Background: an optimization exercise with open tools, aiming at small area and few clock cycles per item. Do not read the settings as production practice.
Function was checked by simulation only, so behaviour that the tests miss may differ from the original.

===== design.v =====
module md5 (
    input          clk,
    input          rst_n,
    input          in_valid,
    input  [63:0]  msg,
    output         out_valid,
    output [127:0] hash,
    output [63:0]  out_msg
);
wire [31:0] m0_in = {msg[39:32], msg[47:40], msg[55:48], msg[63:56]};
wire [31:0] m1_in = {msg[7:0], msg[15:8], msg[23:16], msg[31:24]};
wire [31:0] f0 = (32'hefcdab89 & 32'h98badcfe) | (~32'hefcdab89 & 32'h10325476);
wire [31:0] x0 = m0_in + 32'h3eafc779;
wire [31:0] t0;
add_pfx #(1) u_t0 (.a(x0), .b(f0), .s(t0));
wire [31:0] b1 = 32'hefcdab89 + {t0[24:0], t0[31:25]};
wire [31:0] px1 = m1_in + 32'hf8fa0bcc;
reg [31:0] s1_b1;
reg [31:0] s1_x1;
reg [31:0] s1_m0, s1_m1;
reg        s1_v;
always @(posedge clk) begin
    s1_b1 <= b1;
    s1_x1 <= px1;
    s1_m0 <= m0_in;
    s1_m1 <= m1_in;
    s1_v  <= rst_n & in_valid;
end
wire [31:0] f1 = (s1_b1 & 32'hefcdab89) | (~s1_b1 & 32'h98badcfe);
wire [31:0] t1;
add_pfx #(1) u_t1 (.a(s1_x1), .b(f1), .s(t1));
wire [31:0] b2;
add_pfx #(1) u_b2 (.a(s1_b1), .b({t1[19:0], t1[31:20]}), .s(b2));
wire [31:0] f2 = (b2 & s1_b1) | (~b2 & 32'hefcdab89);
wire [31:0] t2 = 32'hbcdb4e59 + f2;
wire [31:0] b3;
add_pfx #(1) u_b3 (.a(b2), .b({t2[14:0], t2[31:15]}), .s(b3));
reg [31:0] s2_b3;
reg [31:0] s2_b2;
reg [31:0] s2_b1;
reg [31:0] s2_m0, s2_m1;
reg        s2_v;
always @(posedge clk) begin
    s2_b3 <= b3;
    s2_b2 <= b2;
    s2_b1 <= s1_b1;
    s2_m0 <= s1_m0;
    s2_m1 <= s1_m1;
    s2_v  <= rst_n & s1_v;
end
wire [31:0] f3 = (s2_b3 & s2_b2) | (~s2_b3 & s2_b1);
wire [31:0] t3 = 32'hb18b7a77 + f3;
wire [31:0] b4;
add_pfx #(1) u_b4 (.a(s2_b3), .b({t3[9:0], t3[31:10]}), .s(b4));
wire [31:0] f4 = (b4 & s2_b3) | (~b4 & s2_b2);
wire [31:0] x4 = s2_b1 + 32'hf57c0faf;
wire [31:0] t4;
add_pfx #(1) u_t4 (.a(x4), .b(f4), .s(t4));
wire [31:0] b5;
add_pfx #(1) u_b5 (.a(b4), .b({t4[24:0], t4[31:25]}), .s(b5));
wire [31:0] px5 = s2_b2 + 32'h4787c62a;
reg [31:0] s3_b5;
reg [31:0] s3_b4;
reg [31:0] s3_b3;
reg [31:0] s3_x5;
reg [31:0] s3_m0, s3_m1;
reg        s3_v;
always @(posedge clk) begin
    s3_b5 <= b5;
    s3_b4 <= b4;
    s3_b3 <= s2_b3;
    s3_x5 <= px5;
    s3_m0 <= s2_m0;
    s3_m1 <= s2_m1;
    s3_v  <= rst_n & s2_v;
end
wire [31:0] f5 = (s3_b5 & s3_b4) | (~s3_b5 & s3_b3);
wire [31:0] t5;
add_pfx #(1) u_t5 (.a(s3_x5), .b(f5), .s(t5));
wire [31:0] b6;
add_pfx #(1) u_b6 (.a(s3_b5), .b({t5[19:0], t5[31:20]}), .s(b6));
wire [31:0] f6 = (b6 & s3_b5) | (~b6 & s3_b4);
wire [31:0] x6 = s3_b3 + 32'ha8304613;
wire [31:0] t6;
add_pfx #(1) u_t6 (.a(x6), .b(f6), .s(t6));
wire [31:0] b7;
add_pfx #(1) u_b7 (.a(b6), .b({t6[14:0], t6[31:15]}), .s(b7));
wire [31:0] px7 = s3_b4 + 32'hfd469501;
reg [31:0] s4_b7;
reg [31:0] s4_b6;
reg [31:0] s4_b5;
reg [31:0] s4_x7;
reg [31:0] s4_m0, s4_m1;
reg        s4_v;
always @(posedge clk) begin
    s4_b7 <= b7;
    s4_b6 <= b6;
    s4_b5 <= s3_b5;
    s4_x7 <= px7;
    s4_m0 <= s3_m0;
    s4_m1 <= s3_m1;
    s4_v  <= rst_n & s3_v;
end
wire [31:0] f7 = (s4_b7 & s4_b6) | (~s4_b7 & s4_b5);
wire [31:0] t7;
add_pfx #(1) u_t7 (.a(s4_x7), .b(f7), .s(t7));
wire [31:0] b8;
add_pfx #(1) u_b8 (.a(s4_b7), .b({t7[9:0], t7[31:10]}), .s(b8));
wire [31:0] f8 = (b8 & s4_b7) | (~b8 & s4_b6);
wire [31:0] x8 = s4_b5 + 32'h698098d8;
wire [31:0] t8;
add_pfx #(1) u_t8 (.a(x8), .b(f8), .s(t8));
wire [31:0] b9;
add_pfx #(1) u_b9 (.a(b8), .b({t8[24:0], t8[31:25]}), .s(b9));
wire [31:0] px9 = s4_b6 + 32'h8b44f7af;
reg [31:0] s5_b9;
reg [31:0] s5_b8;
reg [31:0] s5_b7;
reg [31:0] s5_x9;
reg [31:0] s5_m0, s5_m1;
reg        s5_v;
always @(posedge clk) begin
    s5_b9 <= b9;
    s5_b8 <= b8;
    s5_b7 <= s4_b7;
    s5_x9 <= px9;
    s5_m0 <= s4_m0;
    s5_m1 <= s4_m1;
    s5_v  <= rst_n & s4_v;
end
wire [31:0] f9 = (s5_b9 & s5_b8) | (~s5_b9 & s5_b7);
wire [31:0] t9;
add_pfx #(1) u_t9 (.a(s5_x9), .b(f9), .s(t9));
wire [31:0] b10;
add_pfx #(1) u_b10 (.a(s5_b9), .b({t9[19:0], t9[31:20]}), .s(b10));
wire [31:0] f10 = (b10 & s5_b9) | (~b10 & s5_b8);
wire [31:0] x10 = s5_b7 + 32'hffff5bb1;
wire [31:0] t10;
add_pfx #(1) u_t10 (.a(x10), .b(f10), .s(t10));
wire [31:0] b11;
add_pfx #(1) u_b11 (.a(b10), .b({t10[14:0], t10[31:15]}), .s(b11));
wire [31:0] px11 = s5_b8 + 32'h895cd7be;
reg [31:0] s6_b11;
reg [31:0] s6_b10;
reg [31:0] s6_b9;
reg [31:0] s6_x11;
reg [31:0] s6_m0, s6_m1;
reg        s6_v;
always @(posedge clk) begin
    s6_b11 <= b11;
    s6_b10 <= b10;
    s6_b9 <= s5_b9;
    s6_x11 <= px11;
    s6_m0 <= s5_m0;
    s6_m1 <= s5_m1;
    s6_v  <= rst_n & s5_v;
end
wire [31:0] f11 = (s6_b11 & s6_b10) | (~s6_b11 & s6_b9);
wire [31:0] t11;
add_pfx #(1) u_t11 (.a(s6_x11), .b(f11), .s(t11));
wire [31:0] b12;
add_pfx #(1) u_b12 (.a(s6_b11), .b({t11[9:0], t11[31:10]}), .s(b12));
wire [31:0] f12 = (b12 & s6_b11) | (~b12 & s6_b10);
wire [31:0] x12 = s6_b9 + 32'h6b901122;
wire [31:0] t12;
add_pfx #(1) u_t12 (.a(x12), .b(f12), .s(t12));
wire [31:0] b13;
add_pfx #(1) u_b13 (.a(b12), .b({t12[24:0], t12[31:25]}), .s(b13));
wire [31:0] px13 = s6_b10 + 32'hfd987193;
reg [31:0] s7_b13;
reg [31:0] s7_b12;
reg [31:0] s7_b11;
reg [31:0] s7_x13;
reg [31:0] s7_m0, s7_m1;
reg        s7_v;
always @(posedge clk) begin
    s7_b13 <= b13;
    s7_b12 <= b12;
    s7_b11 <= s6_b11;
    s7_x13 <= px13;
    s7_m0 <= s6_m0;
    s7_m1 <= s6_m1;
    s7_v  <= rst_n & s6_v;
end
wire [31:0] f13 = (s7_b13 & s7_b12) | (~s7_b13 & s7_b11);
wire [31:0] t13;
add_pfx #(1) u_t13 (.a(s7_x13), .b(f13), .s(t13));
wire [31:0] b14;
add_pfx #(1) u_b14 (.a(s7_b13), .b({t13[19:0], t13[31:20]}), .s(b14));
wire [31:0] f14 = (b14 & s7_b13) | (~b14 & s7_b12);
wire [31:0] x14 = s7_b11 + 32'ha67943ce;
wire [31:0] t14;
add_pfx #(1) u_t14 (.a(x14), .b(f14), .s(t14));
wire [31:0] b15;
add_pfx #(1) u_b15 (.a(b14), .b({t14[14:0], t14[31:15]}), .s(b15));
wire [31:0] px15 = s7_b12 + 32'h49b40821;
reg [31:0] s8_b15;
reg [31:0] s8_b14;
reg [31:0] s8_b13;
reg [31:0] s8_x15;
reg [31:0] s8_m0, s8_m1;
reg        s8_v;
always @(posedge clk) begin
    s8_b15 <= b15;
    s8_b14 <= b14;
    s8_b13 <= s7_b13;
    s8_x15 <= px15;
    s8_m0 <= s7_m0;
    s8_m1 <= s7_m1;
    s8_v  <= rst_n & s7_v;
end
wire [31:0] f15 = (s8_b15 & s8_b14) | (~s8_b15 & s8_b13);
wire [31:0] t15;
add_pfx #(1) u_t15 (.a(s8_x15), .b(f15), .s(t15));
wire [31:0] b16;
add_pfx #(1) u_b16 (.a(s8_b15), .b({t15[9:0], t15[31:10]}), .s(b16));
wire [31:0] f16 = (s8_b14 & b16) | (s8_b15 & ~s8_b14);
wire [31:0] x16 = s8_b13 + 32'hf61e2562 + s8_m1;
wire [31:0] t16;
add_pfx #(1) u_t16 (.a(x16), .b(f16), .s(t16));
wire [31:0] b17;
add_pfx #(1) u_b17 (.a(b16), .b({t16[26:0], t16[31:27]}), .s(b17));
wire [31:0] px17 = s8_b14 + 32'hc040b340;
reg [31:0] s9_b17;
reg [31:0] s9_b16;
reg [31:0] s9_b15;
reg [31:0] s9_x17;
reg [31:0] s9_m0, s9_m1;
reg        s9_v;
always @(posedge clk) begin
    s9_b17 <= b17;
    s9_b16 <= b16;
    s9_b15 <= s8_b15;
    s9_x17 <= px17;
    s9_m0 <= s8_m0;
    s9_m1 <= s8_m1;
    s9_v  <= rst_n & s8_v;
end
wire [31:0] f17 = (s9_b15 & s9_b17) | (s9_b16 & ~s9_b15);
wire [31:0] t17;
add_pfx #(1) u_t17 (.a(s9_x17), .b(f17), .s(t17));
wire [31:0] b18;
add_pfx #(1) u_b18 (.a(s9_b17), .b({t17[22:0], t17[31:23]}), .s(b18));
wire [31:0] f18 = (s9_b16 & b18) | (s9_b17 & ~s9_b16);
wire [31:0] x18 = s9_b15 + 32'h265e5a51;
wire [31:0] t18;
add_pfx #(1) u_t18 (.a(x18), .b(f18), .s(t18));
wire [31:0] b19;
add_pfx #(1) u_b19 (.a(b18), .b({t18[17:0], t18[31:18]}), .s(b19));
wire [31:0] px19 = s9_b16 + 32'he9b6c7aa + s9_m0;
reg [31:0] s10_b19;
reg [31:0] s10_b18;
reg [31:0] s10_b17;
reg [31:0] s10_x19;
reg [31:0] s10_m0, s10_m1;
reg        s10_v;
always @(posedge clk) begin
    s10_b19 <= b19;
    s10_b18 <= b18;
    s10_b17 <= s9_b17;
    s10_x19 <= px19;
    s10_m0 <= s9_m0;
    s10_m1 <= s9_m1;
    s10_v  <= rst_n & s9_v;
end
wire [31:0] f19 = (s10_b17 & s10_b19) | (s10_b18 & ~s10_b17);
wire [31:0] t19;
add_pfx #(1) u_t19 (.a(s10_x19), .b(f19), .s(t19));
wire [31:0] b20;
add_pfx #(1) u_b20 (.a(s10_b19), .b({t19[11:0], t19[31:12]}), .s(b20));
wire [31:0] f20 = (s10_b18 & b20) | (s10_b19 & ~s10_b18);
wire [31:0] x20 = s10_b17 + 32'hd62f105d;
wire [31:0] t20;
add_pfx #(1) u_t20 (.a(x20), .b(f20), .s(t20));
wire [31:0] b21;
add_pfx #(1) u_b21 (.a(b20), .b({t20[26:0], t20[31:27]}), .s(b21));
wire [31:0] px21 = s10_b18 + 32'h02441453;
reg [31:0] s11_b21;
reg [31:0] s11_b20;
reg [31:0] s11_b19;
reg [31:0] s11_x21;
reg [31:0] s11_m0, s11_m1;
reg        s11_v;
always @(posedge clk) begin
    s11_b21 <= b21;
    s11_b20 <= b20;
    s11_b19 <= s10_b19;
    s11_x21 <= px21;
    s11_m0 <= s10_m0;
    s11_m1 <= s10_m1;
    s11_v  <= rst_n & s10_v;
end
wire [31:0] f21 = (s11_b19 & s11_b21) | (s11_b20 & ~s11_b19);
wire [31:0] t21;
add_pfx #(1) u_t21 (.a(s11_x21), .b(f21), .s(t21));
wire [31:0] b22;
add_pfx #(1) u_b22 (.a(s11_b21), .b({t21[22:0], t21[31:23]}), .s(b22));
wire [31:0] f22 = (s11_b20 & b22) | (s11_b21 & ~s11_b20);
wire [31:0] x22 = s11_b19 + 32'hd8a1e681;
wire [31:0] t22;
add_pfx #(1) u_t22 (.a(x22), .b(f22), .s(t22));
wire [31:0] b23;
add_pfx #(1) u_b23 (.a(b22), .b({t22[17:0], t22[31:18]}), .s(b23));
wire [31:0] px23 = s11_b20 + 32'he7d3fbc8;
reg [31:0] s12_b23;
reg [31:0] s12_b22;
reg [31:0] s12_b21;
reg [31:0] s12_x23;
reg [31:0] s12_m0, s12_m1;
reg        s12_v;
always @(posedge clk) begin
    s12_b23 <= b23;
    s12_b22 <= b22;
    s12_b21 <= s11_b21;
    s12_x23 <= px23;
    s12_m0 <= s11_m0;
    s12_m1 <= s11_m1;
    s12_v  <= rst_n & s11_v;
end
wire [31:0] f23 = (s12_b21 & s12_b23) | (s12_b22 & ~s12_b21);
wire [31:0] t23;
add_pfx #(1) u_t23 (.a(s12_x23), .b(f23), .s(t23));
wire [31:0] b24;
add_pfx #(1) u_b24 (.a(s12_b23), .b({t23[11:0], t23[31:12]}), .s(b24));
wire [31:0] f24 = (s12_b22 & b24) | (s12_b23 & ~s12_b22);
wire [31:0] x24 = s12_b21 + 32'h21e1cde6;
wire [31:0] t24;
add_pfx #(1) u_t24 (.a(x24), .b(f24), .s(t24));
wire [31:0] b25;
add_pfx #(1) u_b25 (.a(b24), .b({t24[26:0], t24[31:27]}), .s(b25));
wire [31:0] px25 = s12_b22 + 32'hc3370816;
reg [31:0] s13_b25;
reg [31:0] s13_b24;
reg [31:0] s13_b23;
reg [31:0] s13_x25;
reg [31:0] s13_m0, s13_m1;
reg        s13_v;
always @(posedge clk) begin
    s13_b25 <= b25;
    s13_b24 <= b24;
    s13_b23 <= s12_b23;
    s13_x25 <= px25;
    s13_m0 <= s12_m0;
    s13_m1 <= s12_m1;
    s13_v  <= rst_n & s12_v;
end
wire [31:0] f25 = (s13_b23 & s13_b25) | (s13_b24 & ~s13_b23);
wire [31:0] t25;
add_pfx #(1) u_t25 (.a(s13_x25), .b(f25), .s(t25));
wire [31:0] b26;
add_pfx #(1) u_b26 (.a(s13_b25), .b({t25[22:0], t25[31:23]}), .s(b26));
wire [31:0] f26 = (s13_b24 & b26) | (s13_b25 & ~s13_b24);
wire [31:0] x26 = s13_b23 + 32'hf4d50d87;
wire [31:0] t26;
add_pfx #(1) u_t26 (.a(x26), .b(f26), .s(t26));
wire [31:0] b27;
add_pfx #(1) u_b27 (.a(b26), .b({t26[17:0], t26[31:18]}), .s(b27));
wire [31:0] px27 = s13_b24 + 32'h455a14ed;
reg [31:0] s14_b27;
reg [31:0] s14_b26;
reg [31:0] s14_b25;
reg [31:0] s14_x27;
reg [31:0] s14_m0, s14_m1;
reg        s14_v;
always @(posedge clk) begin
    s14_b27 <= b27;
    s14_b26 <= b26;
    s14_b25 <= s13_b25;
    s14_x27 <= px27;
    s14_m0 <= s13_m0;
    s14_m1 <= s13_m1;
    s14_v  <= rst_n & s13_v;
end
wire [31:0] f27 = (s14_b25 & s14_b27) | (s14_b26 & ~s14_b25);
wire [31:0] t27;
add_pfx #(1) u_t27 (.a(s14_x27), .b(f27), .s(t27));
wire [31:0] b28;
add_pfx #(1) u_b28 (.a(s14_b27), .b({t27[11:0], t27[31:12]}), .s(b28));
wire [31:0] f28 = (s14_b26 & b28) | (s14_b27 & ~s14_b26);
wire [31:0] x28 = s14_b25 + 32'ha9e3e905;
wire [31:0] t28;
add_pfx #(1) u_t28 (.a(x28), .b(f28), .s(t28));
wire [31:0] b29;
add_pfx #(1) u_b29 (.a(b28), .b({t28[26:0], t28[31:27]}), .s(b29));
wire [31:0] px29 = s14_b26 + 32'hfcefa478;
reg [31:0] s15_b29;
reg [31:0] s15_b28;
reg [31:0] s15_b27;
reg [31:0] s15_x29;
reg [31:0] s15_m0, s15_m1;
reg        s15_v;
always @(posedge clk) begin
    s15_b29 <= b29;
    s15_b28 <= b28;
    s15_b27 <= s14_b27;
    s15_x29 <= px29;
    s15_m0 <= s14_m0;
    s15_m1 <= s14_m1;
    s15_v  <= rst_n & s14_v;
end
wire [31:0] f29 = (s15_b27 & s15_b29) | (s15_b28 & ~s15_b27);
wire [31:0] t29;
add_pfx #(1) u_t29 (.a(s15_x29), .b(f29), .s(t29));
wire [31:0] b30;
add_pfx #(1) u_b30 (.a(s15_b29), .b({t29[22:0], t29[31:23]}), .s(b30));
wire [31:0] f30 = (s15_b28 & b30) | (s15_b29 & ~s15_b28);
wire [31:0] x30 = s15_b27 + 32'h676f02d9;
wire [31:0] t30;
add_pfx #(1) u_t30 (.a(x30), .b(f30), .s(t30));
wire [31:0] b31;
add_pfx #(1) u_b31 (.a(b30), .b({t30[17:0], t30[31:18]}), .s(b31));
wire [31:0] px31 = s15_b28 + 32'h8d2a4c8a;
reg [31:0] s16_b31;
reg [31:0] s16_b30;
reg [31:0] s16_b29;
reg [31:0] s16_x31;
reg [31:0] s16_m0, s16_m1;
reg        s16_v;
always @(posedge clk) begin
    s16_b31 <= b31;
    s16_b30 <= b30;
    s16_b29 <= s15_b29;
    s16_x31 <= px31;
    s16_m0 <= s15_m0;
    s16_m1 <= s15_m1;
    s16_v  <= rst_n & s15_v;
end
wire [31:0] f31 = (s16_b29 & s16_b31) | (s16_b30 & ~s16_b29);
wire [31:0] t31;
add_pfx #(1) u_t31 (.a(s16_x31), .b(f31), .s(t31));
wire [31:0] b32;
add_pfx #(1) u_b32 (.a(s16_b31), .b({t31[11:0], t31[31:12]}), .s(b32));
wire [31:0] f32 = b32 ^ s16_b31 ^ s16_b30;
wire [31:0] x32 = s16_b29 + 32'hfffa3942;
wire [31:0] t32;
add_pfx #(1) u_t32 (.a(x32), .b(f32), .s(t32));
wire [31:0] b33;
add_pfx #(1) u_b33 (.a(b32), .b({t32[27:0], t32[31:28]}), .s(b33));
wire [31:0] px33 = s16_b30 + 32'h8771f681;
reg [31:0] s17_b33;
reg [31:0] s17_b32;
reg [31:0] s17_b31;
reg [31:0] s17_x33;
reg [31:0] s17_m0, s17_m1;
reg        s17_v;
always @(posedge clk) begin
    s17_b33 <= b33;
    s17_b32 <= b32;
    s17_b31 <= s16_b31;
    s17_x33 <= px33;
    s17_m0 <= s16_m0;
    s17_m1 <= s16_m1;
    s17_v  <= rst_n & s16_v;
end
wire [31:0] f33 = s17_b33 ^ s17_b32 ^ s17_b31;
wire [31:0] t33;
add_pfx #(1) u_t33 (.a(s17_x33), .b(f33), .s(t33));
wire [31:0] b34;
add_pfx #(1) u_b34 (.a(s17_b33), .b({t33[20:0], t33[31:21]}), .s(b34));
wire [31:0] f34 = b34 ^ s17_b33 ^ s17_b32;
wire [31:0] x34 = s17_b31 + 32'h6d9d6122;
wire [31:0] t34;
add_pfx #(1) u_t34 (.a(x34), .b(f34), .s(t34));
wire [31:0] b35;
add_pfx #(1) u_b35 (.a(b34), .b({t34[15:0], t34[31:16]}), .s(b35));
wire [31:0] px35 = s17_b32 + 32'hfde5384c;
reg [31:0] s18_b35;
reg [31:0] s18_b34;
reg [31:0] s18_b33;
reg [31:0] s18_x35;
reg [31:0] s18_m0, s18_m1;
reg        s18_v;
always @(posedge clk) begin
    s18_b35 <= b35;
    s18_b34 <= b34;
    s18_b33 <= s17_b33;
    s18_x35 <= px35;
    s18_m0 <= s17_m0;
    s18_m1 <= s17_m1;
    s18_v  <= rst_n & s17_v;
end
wire [31:0] f35 = s18_b35 ^ s18_b34 ^ s18_b33;
wire [31:0] t35;
add_pfx #(1) u_t35 (.a(s18_x35), .b(f35), .s(t35));
wire [31:0] b36;
add_pfx #(1) u_b36 (.a(s18_b35), .b({t35[8:0], t35[31:9]}), .s(b36));
wire [31:0] f36 = b36 ^ s18_b35 ^ s18_b34;
wire [31:0] x36 = s18_b33 + 32'ha4beea44 + s18_m1;
wire [31:0] t36;
add_pfx #(1) u_t36 (.a(x36), .b(f36), .s(t36));
wire [31:0] b37;
add_pfx #(1) u_b37 (.a(b36), .b({t36[27:0], t36[31:28]}), .s(b37));
wire [31:0] px37 = s18_b34 + 32'h4bdecfa9;
reg [31:0] s19_b37;
reg [31:0] s19_b36;
reg [31:0] s19_b35;
reg [31:0] s19_x37;
reg [31:0] s19_m0, s19_m1;
reg        s19_v;
always @(posedge clk) begin
    s19_b37 <= b37;
    s19_b36 <= b36;
    s19_b35 <= s18_b35;
    s19_x37 <= px37;
    s19_m0 <= s18_m0;
    s19_m1 <= s18_m1;
    s19_v  <= rst_n & s18_v;
end
wire [31:0] f37 = s19_b37 ^ s19_b36 ^ s19_b35;
wire [31:0] t37;
add_pfx #(1) u_t37 (.a(s19_x37), .b(f37), .s(t37));
wire [31:0] b38;
add_pfx #(1) u_b38 (.a(s19_b37), .b({t37[20:0], t37[31:21]}), .s(b38));
wire [31:0] f38 = b38 ^ s19_b37 ^ s19_b36;
wire [31:0] x38 = s19_b35 + 32'hf6bb4b60;
wire [31:0] t38;
add_pfx #(1) u_t38 (.a(x38), .b(f38), .s(t38));
wire [31:0] b39;
add_pfx #(1) u_b39 (.a(b38), .b({t38[15:0], t38[31:16]}), .s(b39));
wire [31:0] px39 = s19_b36 + 32'hbebfbc70;
reg [31:0] s20_b39;
reg [31:0] s20_b38;
reg [31:0] s20_b37;
reg [31:0] s20_x39;
reg [31:0] s20_m0, s20_m1;
reg        s20_v;
always @(posedge clk) begin
    s20_b39 <= b39;
    s20_b38 <= b38;
    s20_b37 <= s19_b37;
    s20_x39 <= px39;
    s20_m0 <= s19_m0;
    s20_m1 <= s19_m1;
    s20_v  <= rst_n & s19_v;
end
wire [31:0] f39 = s20_b39 ^ s20_b38 ^ s20_b37;
wire [31:0] t39;
add_pfx #(1) u_t39 (.a(s20_x39), .b(f39), .s(t39));
wire [31:0] b40;
add_pfx #(1) u_b40 (.a(s20_b39), .b({t39[8:0], t39[31:9]}), .s(b40));
wire [31:0] f40 = b40 ^ s20_b39 ^ s20_b38;
wire [31:0] x40 = s20_b37 + 32'h289b7ec6;
wire [31:0] t40;
add_pfx #(1) u_t40 (.a(x40), .b(f40), .s(t40));
wire [31:0] b41;
add_pfx #(1) u_b41 (.a(b40), .b({t40[27:0], t40[31:28]}), .s(b41));
wire [31:0] px41 = s20_b38 + 32'heaa127fa + s20_m0;
reg [31:0] s21_b41;
reg [31:0] s21_b40;
reg [31:0] s21_b39;
reg [31:0] s21_x41;
reg [31:0] s21_m0, s21_m1;
reg        s21_v;
always @(posedge clk) begin
    s21_b41 <= b41;
    s21_b40 <= b40;
    s21_b39 <= s20_b39;
    s21_x41 <= px41;
    s21_m0 <= s20_m0;
    s21_m1 <= s20_m1;
    s21_v  <= rst_n & s20_v;
end
wire [31:0] f41 = s21_b41 ^ s21_b40 ^ s21_b39;
wire [31:0] t41;
add_pfx #(1) u_t41 (.a(s21_x41), .b(f41), .s(t41));
wire [31:0] b42;
add_pfx #(1) u_b42 (.a(s21_b41), .b({t41[20:0], t41[31:21]}), .s(b42));
wire [31:0] f42 = b42 ^ s21_b41 ^ s21_b40;
wire [31:0] x42 = s21_b39 + 32'hd4ef3085;
wire [31:0] t42;
add_pfx #(1) u_t42 (.a(x42), .b(f42), .s(t42));
wire [31:0] b43;
add_pfx #(1) u_b43 (.a(b42), .b({t42[15:0], t42[31:16]}), .s(b43));
wire [31:0] px43 = s21_b40 + 32'h04881d05;
reg [31:0] s22_b43;
reg [31:0] s22_b42;
reg [31:0] s22_b41;
reg [31:0] s22_x43;
reg [31:0] s22_m0, s22_m1;
reg        s22_v;
always @(posedge clk) begin
    s22_b43 <= b43;
    s22_b42 <= b42;
    s22_b41 <= s21_b41;
    s22_x43 <= px43;
    s22_m0 <= s21_m0;
    s22_m1 <= s21_m1;
    s22_v  <= rst_n & s21_v;
end
wire [31:0] f43 = s22_b43 ^ s22_b42 ^ s22_b41;
wire [31:0] t43;
add_pfx #(1) u_t43 (.a(s22_x43), .b(f43), .s(t43));
wire [31:0] b44;
add_pfx #(1) u_b44 (.a(s22_b43), .b({t43[8:0], t43[31:9]}), .s(b44));
wire [31:0] f44 = b44 ^ s22_b43 ^ s22_b42;
wire [31:0] x44 = s22_b41 + 32'hd9d4d039;
wire [31:0] t44;
add_pfx #(1) u_t44 (.a(x44), .b(f44), .s(t44));
wire [31:0] b45;
add_pfx #(1) u_b45 (.a(b44), .b({t44[27:0], t44[31:28]}), .s(b45));
wire [31:0] px45 = s22_b42 + 32'he6db99e5;
reg [31:0] s23_b45;
reg [31:0] s23_b44;
reg [31:0] s23_b43;
reg [31:0] s23_x45;
reg [31:0] s23_m0, s23_m1;
reg        s23_v;
always @(posedge clk) begin
    s23_b45 <= b45;
    s23_b44 <= b44;
    s23_b43 <= s22_b43;
    s23_x45 <= px45;
    s23_m0 <= s22_m0;
    s23_m1 <= s22_m1;
    s23_v  <= rst_n & s22_v;
end
wire [31:0] f45 = s23_b45 ^ s23_b44 ^ s23_b43;
wire [31:0] t45;
add_pfx #(1) u_t45 (.a(s23_x45), .b(f45), .s(t45));
wire [31:0] b46;
add_pfx #(1) u_b46 (.a(s23_b45), .b({t45[20:0], t45[31:21]}), .s(b46));
wire [31:0] f46 = b46 ^ s23_b45 ^ s23_b44;
wire [31:0] x46 = s23_b43 + 32'h1fa27cf8;
wire [31:0] t46;
add_pfx #(1) u_t46 (.a(x46), .b(f46), .s(t46));
wire [31:0] b47;
add_pfx #(1) u_b47 (.a(b46), .b({t46[15:0], t46[31:16]}), .s(b47));
wire [31:0] px47 = s23_b44 + 32'hc4ac56e5;
reg [31:0] s24_b47;
reg [31:0] s24_b46;
reg [31:0] s24_b45;
reg [31:0] s24_x47;
reg [31:0] s24_m0, s24_m1;
reg        s24_v;
always @(posedge clk) begin
    s24_b47 <= b47;
    s24_b46 <= b46;
    s24_b45 <= s23_b45;
    s24_x47 <= px47;
    s24_m0 <= s23_m0;
    s24_m1 <= s23_m1;
    s24_v  <= rst_n & s23_v;
end
wire [31:0] f47 = s24_b47 ^ s24_b46 ^ s24_b45;
wire [31:0] t47;
add_pfx #(1) u_t47 (.a(s24_x47), .b(f47), .s(t47));
wire [31:0] b48;
add_pfx #(1) u_b48 (.a(s24_b47), .b({t47[8:0], t47[31:9]}), .s(b48));
wire [31:0] f48 = s24_b47 ^ (b48 | ~s24_b46);
wire [31:0] x48 = s24_b45 + 32'hf4292244 + s24_m0;
wire [31:0] t48;
add_pfx #(1) u_t48 (.a(x48), .b(f48), .s(t48));
wire [31:0] b49;
add_pfx #(1) u_b49 (.a(b48), .b({t48[25:0], t48[31:26]}), .s(b49));
wire [31:0] px49 = s24_b46 + 32'h432aff97;
reg [31:0] s25_b49;
reg [31:0] s25_b48;
reg [31:0] s25_b47;
reg [31:0] s25_x49;
reg [31:0] s25_m0, s25_m1;
reg        s25_v;
always @(posedge clk) begin
    s25_b49 <= b49;
    s25_b48 <= b48;
    s25_b47 <= s24_b47;
    s25_x49 <= px49;
    s25_m0 <= s24_m0;
    s25_m1 <= s24_m1;
    s25_v  <= rst_n & s24_v;
end
wire [31:0] f49 = s25_b48 ^ (s25_b49 | ~s25_b47);
wire [31:0] t49;
add_pfx #(1) u_t49 (.a(s25_x49), .b(f49), .s(t49));
wire [31:0] b50;
add_pfx #(1) u_b50 (.a(s25_b49), .b({t49[21:0], t49[31:22]}), .s(b50));
wire [31:0] f50 = s25_b49 ^ (b50 | ~s25_b48);
wire [31:0] x50 = s25_b47 + 32'hab9423e7;
wire [31:0] t50;
add_pfx #(1) u_t50 (.a(x50), .b(f50), .s(t50));
wire [31:0] b51;
add_pfx #(1) u_b51 (.a(b50), .b({t50[16:0], t50[31:17]}), .s(b51));
wire [31:0] px51 = s25_b48 + 32'hfc93a039;
reg [31:0] s26_b51;
reg [31:0] s26_b50;
reg [31:0] s26_b49;
reg [31:0] s26_x51;
reg [31:0] s26_m0, s26_m1;
reg        s26_v;
always @(posedge clk) begin
    s26_b51 <= b51;
    s26_b50 <= b50;
    s26_b49 <= s25_b49;
    s26_x51 <= px51;
    s26_m0 <= s25_m0;
    s26_m1 <= s25_m1;
    s26_v  <= rst_n & s25_v;
end
wire [31:0] f51 = s26_b50 ^ (s26_b51 | ~s26_b49);
wire [31:0] t51;
add_pfx #(1) u_t51 (.a(s26_x51), .b(f51), .s(t51));
wire [31:0] b52;
add_pfx #(1) u_b52 (.a(s26_b51), .b({t51[10:0], t51[31:11]}), .s(b52));
wire [31:0] f52 = s26_b51 ^ (b52 | ~s26_b50);
wire [31:0] x52 = s26_b49 + 32'h655b59c3;
wire [31:0] t52;
add_pfx #(1) u_t52 (.a(x52), .b(f52), .s(t52));
wire [31:0] b53;
add_pfx #(1) u_b53 (.a(b52), .b({t52[25:0], t52[31:26]}), .s(b53));
wire [31:0] px53 = s26_b50 + 32'h8f0ccc92;
reg [31:0] s27_b53;
reg [31:0] s27_b52;
reg [31:0] s27_b51;
reg [31:0] s27_x53;
reg [31:0] s27_m0, s27_m1;
reg        s27_v;
always @(posedge clk) begin
    s27_b53 <= b53;
    s27_b52 <= b52;
    s27_b51 <= s26_b51;
    s27_x53 <= px53;
    s27_m0 <= s26_m0;
    s27_m1 <= s26_m1;
    s27_v  <= rst_n & s26_v;
end
wire [31:0] f53 = s27_b52 ^ (s27_b53 | ~s27_b51);
wire [31:0] t53;
add_pfx #(1) u_t53 (.a(s27_x53), .b(f53), .s(t53));
wire [31:0] b54;
add_pfx #(1) u_b54 (.a(s27_b53), .b({t53[21:0], t53[31:22]}), .s(b54));
wire [31:0] f54 = s27_b53 ^ (b54 | ~s27_b52);
wire [31:0] x54 = s27_b51 + 32'hffeff47d;
wire [31:0] t54;
add_pfx #(1) u_t54 (.a(x54), .b(f54), .s(t54));
wire [31:0] b55;
add_pfx #(1) u_b55 (.a(b54), .b({t54[16:0], t54[31:17]}), .s(b55));
wire [31:0] px55 = s27_b52 + 32'h85845dd1 + s27_m1;
reg [31:0] s28_b55;
reg [31:0] s28_b54;
reg [31:0] s28_b53;
reg [31:0] s28_x55;
reg [31:0] s28_m0, s28_m1;
reg        s28_v;
always @(posedge clk) begin
    s28_b55 <= b55;
    s28_b54 <= b54;
    s28_b53 <= s27_b53;
    s28_x55 <= px55;
    s28_m0 <= s27_m0;
    s28_m1 <= s27_m1;
    s28_v  <= rst_n & s27_v;
end
wire [31:0] f55 = s28_b54 ^ (s28_b55 | ~s28_b53);
wire [31:0] t55;
add_pfx #(1) u_t55 (.a(s28_x55), .b(f55), .s(t55));
wire [31:0] b56;
add_pfx #(1) u_b56 (.a(s28_b55), .b({t55[10:0], t55[31:11]}), .s(b56));
wire [31:0] f56 = s28_b55 ^ (b56 | ~s28_b54);
wire [31:0] x56 = s28_b53 + 32'h6fa87e4f;
wire [31:0] t56;
add_pfx #(1) u_t56 (.a(x56), .b(f56), .s(t56));
wire [31:0] b57;
add_pfx #(1) u_b57 (.a(b56), .b({t56[25:0], t56[31:26]}), .s(b57));
wire [31:0] px57 = s28_b54 + 32'hfe2ce6e0;
reg [31:0] s29_b57;
reg [31:0] s29_b56;
reg [31:0] s29_b55;
reg [31:0] s29_x57;
reg [31:0] s29_m0, s29_m1;
reg        s29_v;
always @(posedge clk) begin
    s29_b57 <= b57;
    s29_b56 <= b56;
    s29_b55 <= s28_b55;
    s29_x57 <= px57;
    s29_m0 <= s28_m0;
    s29_m1 <= s28_m1;
    s29_v  <= rst_n & s28_v;
end
wire [31:0] f57 = s29_b56 ^ (s29_b57 | ~s29_b55);
wire [31:0] t57;
add_pfx #(1) u_t57 (.a(s29_x57), .b(f57), .s(t57));
wire [31:0] b58;
add_pfx #(1) u_b58 (.a(s29_b57), .b({t57[21:0], t57[31:22]}), .s(b58));
wire [31:0] f58 = s29_b57 ^ (b58 | ~s29_b56);
wire [31:0] x58 = s29_b55 + 32'ha3014314;
wire [31:0] t58;
add_pfx #(1) u_t58 (.a(x58), .b(f58), .s(t58));
wire [31:0] b59;
add_pfx #(1) u_b59 (.a(b58), .b({t58[16:0], t58[31:17]}), .s(b59));
wire [31:0] px59 = s29_b56 + 32'h4e0811a1;
reg [31:0] s30_b59;
reg [31:0] s30_b58;
reg [31:0] s30_b57;
reg [31:0] s30_x59;
reg [31:0] s30_m0, s30_m1;
reg        s30_v;
always @(posedge clk) begin
    s30_b59 <= b59;
    s30_b58 <= b58;
    s30_b57 <= s29_b57;
    s30_x59 <= px59;
    s30_m0 <= s29_m0;
    s30_m1 <= s29_m1;
    s30_v  <= rst_n & s29_v;
end
wire [31:0] f59 = s30_b58 ^ (s30_b59 | ~s30_b57);
wire [31:0] t59;
add_pfx #(1) u_t59 (.a(s30_x59), .b(f59), .s(t59));
wire [31:0] b60;
add_pfx #(1) u_b60 (.a(s30_b59), .b({t59[10:0], t59[31:11]}), .s(b60));
wire [31:0] f60 = s30_b59 ^ (b60 | ~s30_b58);
wire [31:0] x60 = s30_b57 + 32'hf7537e82;
wire [31:0] t60;
add_pfx #(1) u_t60 (.a(x60), .b(f60), .s(t60));
wire [31:0] b61;
add_pfx #(1) u_b61 (.a(b60), .b({t60[25:0], t60[31:26]}), .s(b61));
wire [31:0] px61 = s30_b58 + 32'hbd3af235;
reg [31:0] s31_b61;
reg [31:0] s31_b60;
reg [31:0] s31_b59;
reg [31:0] s31_x61;
reg [31:0] s31_m0, s31_m1;
reg        s31_v;
always @(posedge clk) begin
    s31_b61 <= b61;
    s31_b60 <= b60;
    s31_b59 <= s30_b59;
    s31_x61 <= px61;
    s31_m0 <= s30_m0;
    s31_m1 <= s30_m1;
    s31_v  <= rst_n & s30_v;
end
wire [31:0] f61 = s31_b60 ^ (s31_b61 | ~s31_b59);
wire [31:0] t61;
add_pfx #(1) u_t61 (.a(s31_x61), .b(f61), .s(t61));
wire [31:0] b62;
add_pfx #(1) u_b62 (.a(s31_b61), .b({t61[21:0], t61[31:22]}), .s(b62));
wire [31:0] f62 = s31_b61 ^ (b62 | ~s31_b60);
wire [31:0] x62 = s31_b59 + 32'h2ad7d33b;
wire [31:0] t62;
add_pfx #(1) u_t62 (.a(x62), .b(f62), .s(t62));
wire [31:0] b63;
add_pfx #(1) u_b63 (.a(b62), .b({t62[16:0], t62[31:17]}), .s(b63));
wire [31:0] px63 = s31_b60 + 32'heb86d391;
reg [31:0] s32_b63;
reg [31:0] s32_b62;
reg [31:0] s32_b61;
reg [31:0] s32_x63;
reg [31:0] s32_m0, s32_m1;
reg        s32_v;
always @(posedge clk) begin
    s32_b63 <= b63;
    s32_b62 <= b62;
    s32_b61 <= s31_b61;
    s32_x63 <= px63;
    s32_m0 <= s31_m0;
    s32_m1 <= s31_m1;
    s32_v  <= rst_n & s31_v;
end
wire [31:0] f63 = s32_b62 ^ (s32_b63 | ~s32_b61);
wire [31:0] t63;
add_pfx #(1) u_t63 (.a(s32_x63), .b(f63), .s(t63));
wire [31:0] b64;
add_pfx #(1) u_b64 (.a(s32_b63), .b({t63[10:0], t63[31:11]}), .s(b64));
wire [31:0] ha = s32_b61 + 32'h67452301;
wire [31:0] hb = b64 + 32'hefcdab89;
wire [31:0] hc = s32_b63 + 32'h98badcfe;
wire [31:0] hd = s32_b62 + 32'h10325476;
assign hash = {{ha[7:0], ha[15:8], ha[23:16], ha[31:24]}, {hb[7:0], hb[15:8], hb[23:16], hb[31:24]}, {hc[7:0], hc[15:8], hc[23:16], hc[31:24]}, {hd[7:0], hd[15:8], hd[23:16], hd[31:24]}};
assign out_msg = {{s32_m0[7:0], s32_m0[15:8], s32_m0[23:16], s32_m0[31:24]}, {s32_m1[7:0], s32_m1[15:8], s32_m1[23:16], s32_m1[31:24]}};
assign out_valid = s32_v;
endmodule
module add_pfx #(parameter TYPE = 0) (input [31:0] a, input [31:0] b, output [31:0] s);
  wire [31:0] p0 = a ^ b;
  wire [31:0] g0 = a & b;
  wire [31:0] G [0:10];
  wire [31:0] P [0:10];
  assign G[0] = g0;
  assign P[0] = p0;
  genvar l, i;
  generate
    if (TYPE == 2) begin : ks
      for (l = 0; l < 5; l = l + 1) begin : lv
        for (i = 0; i < 32; i = i + 1) begin : b
          if (i >= (1 << l)) begin
            assign G[l+1][i] = G[l][i] | (P[l][i] & G[l][i - (1 << l)]);
            assign P[l+1][i] = P[l][i] & P[l][i - (1 << l)];
          end else begin
            assign G[l+1][i] = G[l][i];
            assign P[l+1][i] = P[l][i];
          end
        end
      end
      assign s = p0 ^ {G[5][30:0], 1'b0};
    end else if (TYPE == 1) begin : sk
      for (l = 0; l < 5; l = l + 1) begin : lv
        for (i = 0; i < 32; i = i + 1) begin : b
          if ((i >> l) & 1) begin
            assign G[l+1][i] = G[l][i] | (P[l][i] & G[l][((i >> l) << l) - 1]);
            assign P[l+1][i] = P[l][i] & P[l][((i >> l) << l) - 1];
          end else begin
            assign G[l+1][i] = G[l][i];
            assign P[l+1][i] = P[l][i];
          end
        end
      end
      assign s = p0 ^ {G[5][30:0], 1'b0};
    end else if (TYPE == 0) begin : bk
      for (l = 0; l < 5; l = l + 1) begin : up
        for (i = 0; i < 32; i = i + 1) begin : b
          if (((i + 1) % (2 << l)) == 0) begin
            assign G[l+1][i] = G[l][i] | (P[l][i] & G[l][i - (1 << l)]);
            assign P[l+1][i] = P[l][i] & P[l][i - (1 << l)];
          end else begin
            assign G[l+1][i] = G[l][i];
            assign P[l+1][i] = P[l][i];
          end
        end
      end
      for (l = 3; l >= 0; l = l - 1) begin : dn
        for (i = 0; i < 32; i = i + 1) begin : b
          if (((i + 1) % (2 << l)) == (1 << l) && i >= (2 << l)) begin
            assign G[9-l][i] = G[8-l][i] | (P[8-l][i] & G[8-l][i - (1 << l)]);
            assign P[9-l][i] = P[8-l][i] & P[8-l][i - (1 << l)];
          end else begin
            assign G[9-l][i] = G[8-l][i];
            assign P[9-l][i] = P[8-l][i];
          end
        end
      end
      assign s = p0 ^ {G[9][30:0], 1'b0};
    end else begin : hc
      for (l = 0; l < 5; l = l + 1) begin : lv
        for (i = 0; i < 32; i = i + 1) begin : b
          if ((i % 2 == 1) && (l == 0 ? 1 : (i >= (1 << l)))) begin
            assign G[l+1][i] = G[l][i] | (P[l][i] & G[l][i - (1 << l)]);
            assign P[l+1][i] = P[l][i] & P[l][i - (1 << l)];
          end else begin
            assign G[l+1][i] = G[l][i];
            assign P[l+1][i] = P[l][i];
          end
        end
      end
      for (i = 0; i < 32; i = i + 1) begin : fin
        if (i % 2 == 0 && i > 0) begin
          assign G[6][i] = G[5][i] | (P[5][i] & G[5][i-1]);
        end else begin
          assign G[6][i] = G[5][i];
        end
      end
      assign s = p0 ^ {G[6][30:0], 1'b0};
    end
  endgenerate
endmodule
module add_const #(parameter [31:0] C = 32'h0) (input [31:0] a, output [31:0] s);
  wire [32:0] c;
  assign c[0] = 1'b0;
  genvar i;
  generate for (i = 0; i < 32; i = i + 1) begin : g
    if (C[i]) begin
      assign s[i] = ~(a[i] ^ c[i]);
      assign c[i+1] = a[i] | c[i];
    end else begin
      assign s[i] = a[i] ^ c[i];
      assign c[i+1] = a[i] & c[i];
    end
  end endgenerate
endmodule
module md5_pipe (
    input          clk,
    input          rst_n,       
    input          in_valid,
    output         in_ready,
    input  [63:0]  msg,         
    output         out_valid,
    output [127:0] hash,        
    output [63:0]  out_msg      
);
assign in_ready = 1'b1;
md5 core (
    .clk      (clk),
    .rst_n    (rst_n),
    .in_valid (in_valid),
    .msg      (msg),
    .out_valid(out_valid),
    .hash     (hash),
    .out_msg  (out_msg)
);
endmodule

===== constraint.sdc =====
create_clock -name core_clock -period 12.5 [get_ports {clk}]
set_input_delay 2.5000 -clock core_clock [delete_from_list [all_inputs] [get_ports {clk}]]
set_output_delay 2.5000 -clock core_clock [all_outputs]
set_load 0.01 [all_outputs]

===== run.sh =====
#!/bin/bash
# synth_recipe.tcl (not shown) runs the flow's synth.tcl, then flattens the netlist and writes it again
# the make line also repeats each setting of config.mk as NAME=value (left out here)
make -C /OpenROAD-flow-scripts/flow DESIGN_CONFIG=/design/flow/config.mk WORK_HOME=/design/flow/orfs CLKGATE_MAP_FILE= SYNTH_SCRIPT=/design/flow/synth_recipe.tcl finish

===== config.mk =====
export PLATFORM = sky130hd
export DESIGN_NAME = md5_pipe
export DESIGN_NICKNAME = md5_pipe
export VERILOG_FILES = /design/flow/design.v
export SDC_FILE = /design/flow/constraint.sdc
export NUM_CORES = 8
export LEC_CHECK = 0
export CAP_MARGIN = 5
export CORE_MARGIN = 2
export CORE_UTILIZATION = 50
export SLEW_MARGIN = 5

==> flow_summary.toml, run 1 <==
[sta]
fin_crit_ns = 12.19
fin_ws_ns = 0.307
hold_violations = 0
final.period_utilization_pct = 97.5
hold_slack_ns = 0.283
skew_ns = 0.0708
tightestPinTransition_ns = 1.40
fmax_ghz = 0.0820
slew_headroom_pct = 5.55
slew_viol_final = 0
setup_tns_ns = 0
rsz0062_at_grt = "yes"
finalSetupViolations = 0

[yosys]
ys.flop_type = "dfxtp_1"
postSynth.asyncResetShare_pct = 0
syn_avg_cell_area_um2 = 9.93
synth-seq-area-share_pct = 36.5
synth_cell_types = 102
ys_warn_count = 2
syn_area_mm2 = 0.333
synth_nets = 38400
synth_edf_count = 0
synth_cells = 33500
synth-seq-cells = 6078

[placed_design]
io_buffer_count = 259
dpl.hpwl_um = 995000
placedCellCount = 43900
gp_congestion = 1.00
dpl_worst_slack_ns = -0.719

[floorplan]
die_w_um = 820
die-height_um = 820
initial_utilization_pct = 50.2
rows = 299
io_pins = 261
core-area_mm2 = 0.663
dieArea_mm2 = 0.673

[clocking]
clkTransAtPathRegs_ns = 0.06
clk_path_buf_depth = 4
clk_latency_ns = 1.13
cts.sinks = 6078
htreeDepth = 6
numCtsBuffers = 647
root_buffer = "clkbuf_16"
tritoncts = "built"

[layout]
syn_to_final_growth_pct = 15.0
fin_cells = 45400
nNetsFinal = 40600
drive_gt1_share_pct = 10.8

[critical_path]
worst_ep_required_time_ns = 13.45
critPathMaxFanout = 5
endpoint = "core.s30_b59[31]"
reg2reg_depth = 59
slowest_stage = "or4_4"
setup.worst_path.start = "core.s29_b55[0]"
r2r-start = "core.s29_b55[0]"
crit_path_end_kind = "flip-flop"
crit_path_frequent_cell = "buf_4"
timing.rr.end = "core.s30_b59[31]"
rrSetupSlack_ns = 0.31
start_kind = "flip-flop"
cp_slowest_stage_delay_ns = 0.48
critPathKind = "reg -> reg"
cp_data_arrival_time_ns = 13.15

[drt]
dr.pass1.iters = 6
routedWlPerCell_um = 25.7
drt_iter0_markers = 20100
wl_um = 1170000
ant_nets = 0
viasPerCell = 5.56
drc_errors = 0
via_count = 252000

[global_route]
grt_max_degree = 33
grtUsageTotal_pct = 33.5
antenna_found_initial = 138
grt_pass1_vias = 243000
grt_pass1_wl_um = 1650000
grt.overflow.total = 0

[run_status]
outcome = "no timing/DRC/antenna violations"

[worst_hold_path]
hp-class = "reg -> reg"

[flow_run]
cap_viol_max_count = 0
-- worst max-delay path, delay by kind of cell, from the launching register on --
kind	cells	cell delay, ns
AND/OR/NAND/NOR	14	2.03
XOR/XNOR	6	0.97
AO/OA/AOI/OAI	29	6.17
flip-flops	1	0.31
buffers and inverters	4	0.68
adder cells (fa/ha/maj)	6	1.85
-- cells in the mapped netlist, types with 140 or more instances --
cell type     n  share of area [%]
dfxtp_1    6078                 37
ha_1       4151                 16
xnor2_1    4129                 11
nor2_1     2729                3.1
inv_1      1847                2.1
xor2_1     1797                4.7
a21oi_1    1618                2.4
nand2_1    1282                1.4
o21ai_0     977                1.5
a21o_1      938                2.1
nor2b_1     876                1.6
nor3_1      864                1.3
mux2_2      741                2.5
o21a_1      650                1.5
fa_1        626                3.8
nand3_1     506               0.76
nand2b_1    445               0.84
and3_1      265               0.50
and2_1      243               0.46
a31oi_1     204               0.38
or3_1       201               0.38
o21bai_1    197               0.44
nand4_1     190               0.36
or2_2       173               0.33
a211oi_1    140               0.32
-- layout make-up --
cell class | instances | area, um^2
fillers | 58000 | 280000
inverters | 1847 | 6930
multi-input cells | 25500 | 207000
repair buffers | 1638 | 13000
diodes | 217 | 543
clock inverters | 336 | 4780
flip-flops and latches | 6078 | 122000
well taps | 8879 | 11100
clock buffers | 856 | 18200
-- layer usage --
layer | wire length [um] | GRT usage (%) | vias to the layer above | part of all wire (%)
li1 | - | - | 121000 | -
met1 | 523000 | 46.3 | 122000 | 45
met2 | 506000 | 52.4 | 8085 | 43
met3 | 79800 | 4.82 | 1824 | 6.8
met4 | 56600 | 14.1 | 38 | 4.8
met5 | 247 | 0 | - | 0.021
-- placed cells by master (no fill, tap or decap), types with 69 or more instances in the layout --
cell type        Yosys  routed
a211oi_1           140     106
a21boi_0           113      93
a21o_1             938     937
a21oi_1           1618    1547
a21oi_2              2      69
a31oi_1            204     180
and2_1             243     243
and3_1             265     265
buf_4                3    1376
bufinv_16            0      74
clkbuf_1            69      91
clkbuf_16            0     653
clkbuf_8             0     112
clkdlybuf4s50_1      0     258
clkinv_2             0     100
dfxtp_1           6078    6064
diode_2              0     217
fa_1               626     618
ha_1              4151    4148
inv_1             1847    1847
mux2_2             741     741
mux2i_1            120     113
nand2_1           1282    1279
nand2b_1           445     444
nand3_1            506     504
nand4_1            190     190
nor2_1            2729    2712
nor2b_1            876     873
nor3_1             864     849
nor4_1             109     105
o211ai_1            84      84
o21a_1             650     649
o21ai_0            977     906
o21bai_1           197     195
o31a_1              94      94
o31ai_1            115      98
or2_2              173     173
or3_1              201     201
xnor2_1           4129    4065
xor2_1            1797    1767
-- timing repair --
item	4_1_cts	5_1_grt
hold buffers	0	0
setup endpoints to repair	45	335
setup buffers	2	35
pin swaps	6	123
resized for setup	49	564
hold endpoints to repair	0	0
-- metrics by stage --
stage	utilization (%)	cell area (um^2)
floorplan	-	333000
global placement	53.7	356000
detailed placement	53.7	356000
CTS	57.2	380000
global route	57.7	383000
finish	57.7	383000
-- kinds of logic after synthesis --
logic type / after synthesis / synth area share (%)
flip-flops: 6078 / 36.5
XOR/XNOR: 5935 / 15.6
adder cells (fa/ha/maj): 4777 / 19.4
multiplexers: 861 / 2.87
AND/OR/NAND/NOR: 8135 / 11.9
other: 1 / 0.00113
buffers and inverters: 1927 / 2.18
AO/OA/AOI/OAI: 5825 / 11.5
-- how the worst min path moves through the flow --
stage	start	end	depth (start not counted)
after floorplan	core.s9_m1[0]	core.s10_m1[0]	0
after global placement	core.s5_m0[2]	core.s6_m0[2]	0
after detailed placement	core.s7_m0[27]	core.s8_m0[27]	0
after CTS	core.s9_m1[3]	core.s10_m1[3]	0
after global routing	core.s9_m1[3]	core.s10_m1[3]	0
final	core.s9_m1[3]	core.s10_m1[3]	0
Testbench counts, summed over its fixed seeds: cycles 6,192, items 6,000.
==> run 2: changes to the inputs <==
--- a/config.mk
+++ b/config.mk
@@ -6,6 +6,9 @@
 export NUM_CORES = 8
 export LEC_CHECK = 0
-export CAP_MARGIN = 5
+export CAP_MARGIN = 20
 export CORE_MARGIN = 2
 export CORE_UTILIZATION = 50
-export SLEW_MARGIN = 5
+export CTS_BUF_LIST = sky130_fd_sc_hd__clkbuf_8
+export CTS_CLUSTER_DIAMETER = 60
+export CTS_CLUSTER_SIZE = 16
+export SLEW_MARGIN = 20
==> run 2 against run 1 <==
Compared with the run above: still clean; final area down 2.8%; count of clock-buffer cells in the layout fell by 250; worst hold slack lost 0.017 ns; critical path type unchanged; highest routed layer unchanged.
==> flow_summary.toml, run 2 <==
[run_status]
outcome = "no timing/DRC/antenna violations"

[floorplan]
die-height_um = 820
rows = 299
core-area_mm2 = 0.663
initial_utilization_pct = 50.2
die_w_um = 820
dieArea_mm2 = 0.673
io_pins = 261

[yosys]
synthMuxAreaShare_pct = 2.87
yosys.area_share.simple_pct = 11.9
synth_most_common_cell = "dfxtp_1"
yosysTopAreaCell = "dfxtp_1"
synth_xor_xnor_area_share_pct = 15.6
synth_area_leaders = "dfxtp_1 37%, ha_1 16%, xnor2_1 11%"
syn_area_mm2 = 0.333
ys.flop_type = "dfxtp_1"
synth_nets = 38400
synthAdderAreaFrac_pct = 19.4
synth-compound-area-share_pct = 11.5
synth_commonest_cells = "6,078 x dfxtp_1, 4,151 x ha_1, 4,129 x xnor2_1"
synth-seq-area-share_pct = 36.5
synth_cell_types = 102
synth_cells = 33500
synth_edf_count = 0
synth_top_family_by_area = "adder cells"
synth-seq-cells = 6078
yosys.area.top_type_share_pct = 36.5
ys_warn_count = 2
postSynth.asyncResetShare_pct = 0
syn_avg_cell_area_um2 = 9.93

[global_route]
antenna_found_initial = 129
grt_pass1_wl_um = 1640000
grt.overflow.total = 0
grt_pass1_vias = 242000
grtUsageTotal_pct = 33.3
grt_max_degree = 33

[sta]
hold_slack_ns = 0.267
fin_ws_ns = 0.399
slew_viol_final = 0
hold_violations = 0
fmax_ghz = 0.0826
slew_headroom_pct = 15.0
skew_ns = 0.0932
fin_crit_ns = 12.10
final.period_utilization_pct = 96.8
tightestPinTransition_ns = 1.27
finalSetupViolations = 0
rsz0062_at_grt = "yes"
setup_tns_ns = 0

[clocking]
clk_path_buf_depth = 4
cts_hold_buf = 0
clk_latency_ns = 1.35
cts.sinks = 6078
tritoncts = "built"
root_buffer = "clkbuf_8"
numCtsBuffers = 577
htreeDepth = 6
clkTransAtPathRegs_ns = 0.10

[placed_design]
gp_congestion = 1.00
dpl.hpwl_um = 995000
io_buffer_count = 259
dpl_worst_slack_ns = -0.733
placedCellCount = 43900

[critical_path]
cp_slowest_stage_delay_ns = 0.48
critPathMaxFanout = 5
critPathKind = "reg -> reg"
reg2reg_depth = 57
slowest_stage = "or4_4"
crit_path_end_kind = "flip-flop"
start_kind = "flip-flop"
cp_data_arrival_time_ns = 13.29
worst_ep_required_time_ns = 13.69

[drt]
via_count = 251000
dr.pass1.iters = 8
routedWlPerCell_um = 25.7
wl_um = 1160000
ant_nets = 0
drc_errors = 0
drt_iter0_markers = 20600
viasPerCell = 5.56

[layout]
final_common_cell = "dfxtp_1"
fin_cells = 45100
nNetsFinal = 40500
drive_gt1_share_pct = 10.4
final_cell_mix = "6,061 x dfxtp_1, 4,147 x ha_1, 4,067 x xnor2_1"
syn_to_final_growth_pct = 11.7

[worst_hold_path]
hold_path_depth = 0
hp-class = "reg -> reg"

[flow_run]
cap_viol_max_count = 0
-- run 2: layer usage --
layer  global-route usage (%)  up-vias  routed length (um)
met1                     46.2   121000              521000
met5                        0        -                 244
li1                         -   120000                   -
met3                     4.71     1803               78900
met2                     52.3     7877              505000
met4                     13.4       40               54000
-- run 2: repair_timing --
item	in CTS	in global routing
pin swaps	6	111
buffers inserted	2	34
resized for setup	53	584
endpoints found under the setup margin	47	348
-- run 2: path summary, 6_finish.rpt --
path | to | slack (ns) | start
min | core.s18_m1[7] | 0.27 | core.s17_m1[7]
max | core.s30_b59[31] | 0.40 | core.s29_b55[0]
min reg2reg | core.s18_m1[7] | 0.27 | core.s17_m1[7]
max reg2reg | core.s30_b59[31] | 0.40 | core.s29_b55[0]
-- run 2: through the flow --
step / utilization [%] / instance area [um^2]
3_3_place_gp: 53.7 / 356000
5_1_grt: 56.1 / 372000
4_1_cts: 55.6 / 369000
2_1_floorplan: - / 333000
6_report: 56.1 / 372000
3_5_place_dp: 53.7 / 356000
-- run 2: cells by family (layout without fill, tap and decap cells) --
family | after synthesis | after routing
mux | 861 | 861
fa+ha+maj | 4777 | 4777
other cells | 1 | 194
buf+inv | 1927 | 4425
simple gates | 8135 | 8135
flops | 6078 | 6078
compound gates | 5825 | 5825
xor+xnor | 5935 | 5935
-- run 2: worst max-delay path, delay by kind of cell, from the launching register on --
kind                       cells  cell delay, ns
DFF                            1            0.32
xor gates and xnor gates       6            1.04
AOI/OAI and AO/OA             31            6.31
adders and majority gates      6            1.80
buffers and inverters          3            0.51
and+or+nand+nor               11            1.99
-- run 2: layout make-up --
cell class                 instances  area, um^2
fill                           59400      291000
multi-input combinational      25500      207000
sequential                      6078      122000
timing repair buffer            1637       13000
tap                             8879       11100
clock buffer                     606        8340
inverter                        1847        6930
clock inverter                   335        3770
antenna                          193         483
==> run 3: changes to the inputs <==
--- a/config.mk
+++ b/config.mk
@@ -12,3 +12,4 @@
 export CTS_CLUSTER_DIAMETER = 60
 export CTS_CLUSTER_SIZE = 16
+export GPL_TIMING_DRIVEN = 0
 export SLEW_MARGIN = 20
==> run 3 against run 2 <==
Compared with the run above: still clean; worst hold slack better by 0.020 ns; routed wire length is 4.8% lower; setup slack worse by 0.11 ns; global-route usage is 1.7 points lower; critical endpoint is now core.s10_b19[31].
==> flow_summary.toml, run 3 <==
[drt]
routedWlPerCell_um = 25.1
ant_nets = 0
dr.pass1.iters = 8
drc_errors = 0
drt_iter0_markers = 19500
via_count = 245000
wl_um = 1100000
viasPerCell = 5.56

[placed_design]
dpl.hpwl_um = 942000
gp_congestion = 1.00
dpl_worst_slack_ns = -2.78
placedCellCount = 42700
place_area_mm2 = 0.347
io_buffer_count = 259

[sta]
hold_violations = 0
slew_headroom_pct = 16.9
fmax_ghz = 0.0819
fin_ws_ns = 0.293
slew_viol_final = 0
final.period_utilization_pct = 97.7
skew_ns = 0.0811
tightestPinTransition_ns = 1.24
finalSetupViolations = 0
fin_crit_ns = 12.21

[global_route]
grt_pass1_wl_um = 1570000
grt_pass1_vias = 234000
antenna_found_initial = 158
grt_max_degree = 17
grt.overflow.total = 0
grtUsageTotal_pct = 31.6

[yosys]
synth_commonest_cells = "6,078 x dfxtp_1, 4,151 x ha_1, 4,129 x xnor2_1"
syn_avg_cell_area_um2 = 9.93
synth_edf_count = 0
yosysTopAreaCell = "dfxtp_1"
yosys.area.top_type_share_pct = 36.5
synth_most_common_cell = "dfxtp_1"
syn_area_mm2 = 0.333
synth_cells = 33500
ys_warn_count = 2
postSynth.asyncResetShare_pct = 0
ys.flop_type = "dfxtp_1"
synth-seq-cells = 6078
synth_cell_types = 102
synth_nets = 38400
synth_area_leaders = "dfxtp_1 37%, ha_1 16%, xnor2_1 11%"
synth-seq-area-share_pct = 36.5

[floorplan]
io_pins = 261
dieArea_mm2 = 0.673
rows = 299
core-area_mm2 = 0.663
initial_utilization_pct = 50.2
die-height_um = 820
die_w_um = 820

[layout]
final_common_cell = "dfxtp_1"
fin_cells = 44000
nNetsFinal = 39400
final_cell_mix = "6,043 x dfxtp_1, 4,129 x ha_1, 3,925 x xnor2_1"
stdcell_area_mm2 = 0.369
nFillCells = 59200
drive_gt1_share_pct = 9.04
multi_input_area_mm2 = 0.211
regArea_mm2 = 0.122
syn_to_final_growth_pct = 10.8

[critical_path]
slowest_stage = "a2111oi_2"
critPathKind = "reg -> reg"
critPathMaxFanout = 5
start_kind = "flip-flop"
crit_path_end_kind = "flip-flop"
worst_ep_required_time_ns = 13.70
cp_slowest_stage_delay_ns = 0.44
crit_family = "compound AO/OA/AOI/OAI gates"
crit_buf_inv = 2
crit_path_frequent_cell = "a21oi_2"
cp_data_arrival_time_ns = 13.40

[clocking]
clkTransAtPathRegs_ns = 0.09
clk_latency_ns = 1.34
htreeDepth = 6
numCtsBuffers = 583
root_buffer = "clkbuf_8"
cts.sinks = 6078
tritoncts = "built"
clk_path_buf_depth = 4

[worst_hold_path]
hp-class = "reg -> reg"

[run_status]
outcome = "no timing/DRC/antenna violations"

[flow_run]
cap_viol_max_count = 0
run 3: changes by cell type in the layout (fill, tap and decap cells not counted), moves of 27 or more:
cell / change
xnor2_2: +111
xnor2_1: -142
nor2_1: -42
xnor2_4: +31
buf_4: -1156
a21oi_1: -59
nor2_2: +32
xor2_4: +27
a21oi_2: +42
xor2_1: -74
clkbuf_1: +66
xor2_2: +47
o21ai_0: -31
run 3: area by class of cell:
type	instances	share of cell area (%)
multi-input cells	25500	57.3
flip-flops and latches	6078	33.0
well taps	8879	3.01
clock buffers	619	2.31
inverters	1847	1.88
repair buffers	482	1.17
clock inverters	321	1.06
diodes	199	0.135
plain buffers	77	0.0872
run 3: path summary, 6_finish.rpt:
| check | cells past startpoint | start | end | slack [ns] |
|---|---|---|---|---|
| max | 55 | core.s9_b15[0] | core.s10_b19[31] | 0.29 |
| min | 0 | core.s15_m0[0] | core.s16_m0[0] | 0.29 |
| max reg2reg | 55 | core.s9_b15[0] | core.s10_b19[31] | 0.29 |
| min reg2reg | 0 | core.s15_m0[0] | core.s16_m0[0] | 0.29 |
run 3: cells by family after synthesis:
kind of cell	count (synthesis)	share of synthesized area (%)
buffers and inverters	1927	2.18
other	1	0.00113
xor gates and xnor gates	5935	15.6
muxes	861	2.87
AOI/OAI and AO/OA	5825	11.5
DFF	6078	36.5
adders and majority gates	4777	19.4
and+or+nand+nor	8135	11.9
run 3: timing repair:
action | 4_1_cts | 5_1_grt
pin swaps | 81 | 299
hold buffers | 0 | 0
buffers inserted | 55 | 165
gates resized for setup | 602 | 786
cloned | 0 | 0
setup endpoints to repair | 478 | 381
run 3: through the flow:
stage                     setup TNS, ns  hold slack [ns]  utilization, %
after floorplan                       0            0.310               -
after global placement          -344.97            0.309            52.3
after detailed placement        -344.11            0.312            52.3
after CTS                             0            0.282            54.7
after global routing              -1.30            0.291            55.6
final                                 0            0.286            55.6
run 3: per-layer routing:
layer  share of wire, %  GRT usage [%]
met5              0.041              0
met4                3.4           10.6
met3                6.9           4.75
met2                 44           49.8
met1                 46           44.3
run 3: worst reg2reg max path: cells and delay by family (launching register included):
| kind | cells | cell delay [ns] |
|---|---|---|
| AO/OA/AOI/OAI | 30 | 7.14 |
| XOR/XNOR | 5 | 1.07 |
| adder cells (fa/ha/maj) | 5 | 1.37 |
| buffers and inverters | 2 | 0.26 |
| flip-flops | 1 | 0.39 |
| multiplexers | 2 | 0.64 |
| AND/OR/NAND/NOR | 11 | 1.23 |

==> re-timing with driven ports <==
The results above use ideal ports. As a check the final layouts listed here were re-extracted and re-timed, cells and wires unchanged.
Step 1, drivers: a clkbuf_16 drives clk and a buf_2 each remaining input, both assumed.
Step 2 times the ports against the registers' clock, not the clock port: input delays grow and output delays shrink by t, the midpoint of the rising clock arrivals with the driver on.
a / b / c = ideal / step 1 / step 2; a / b = the first two.
run	t, ns	slack for setup (ns)	worst hold slack (ns)	worst setup path after step 2
run 1	1.260	0.307 / 0.307 / 0.307	0.283 / 0.283 / 0.283	register to register
run 2	1.464	0.399 / 0.399 / 0.399	0.267 / 0.267 / 0.267	register to register
run 3	1.453	0.293 / 0.293 / 0.293	0.286 / 0.286 / 0.286	register to register
After both steps every run listed still meets setup and hold.
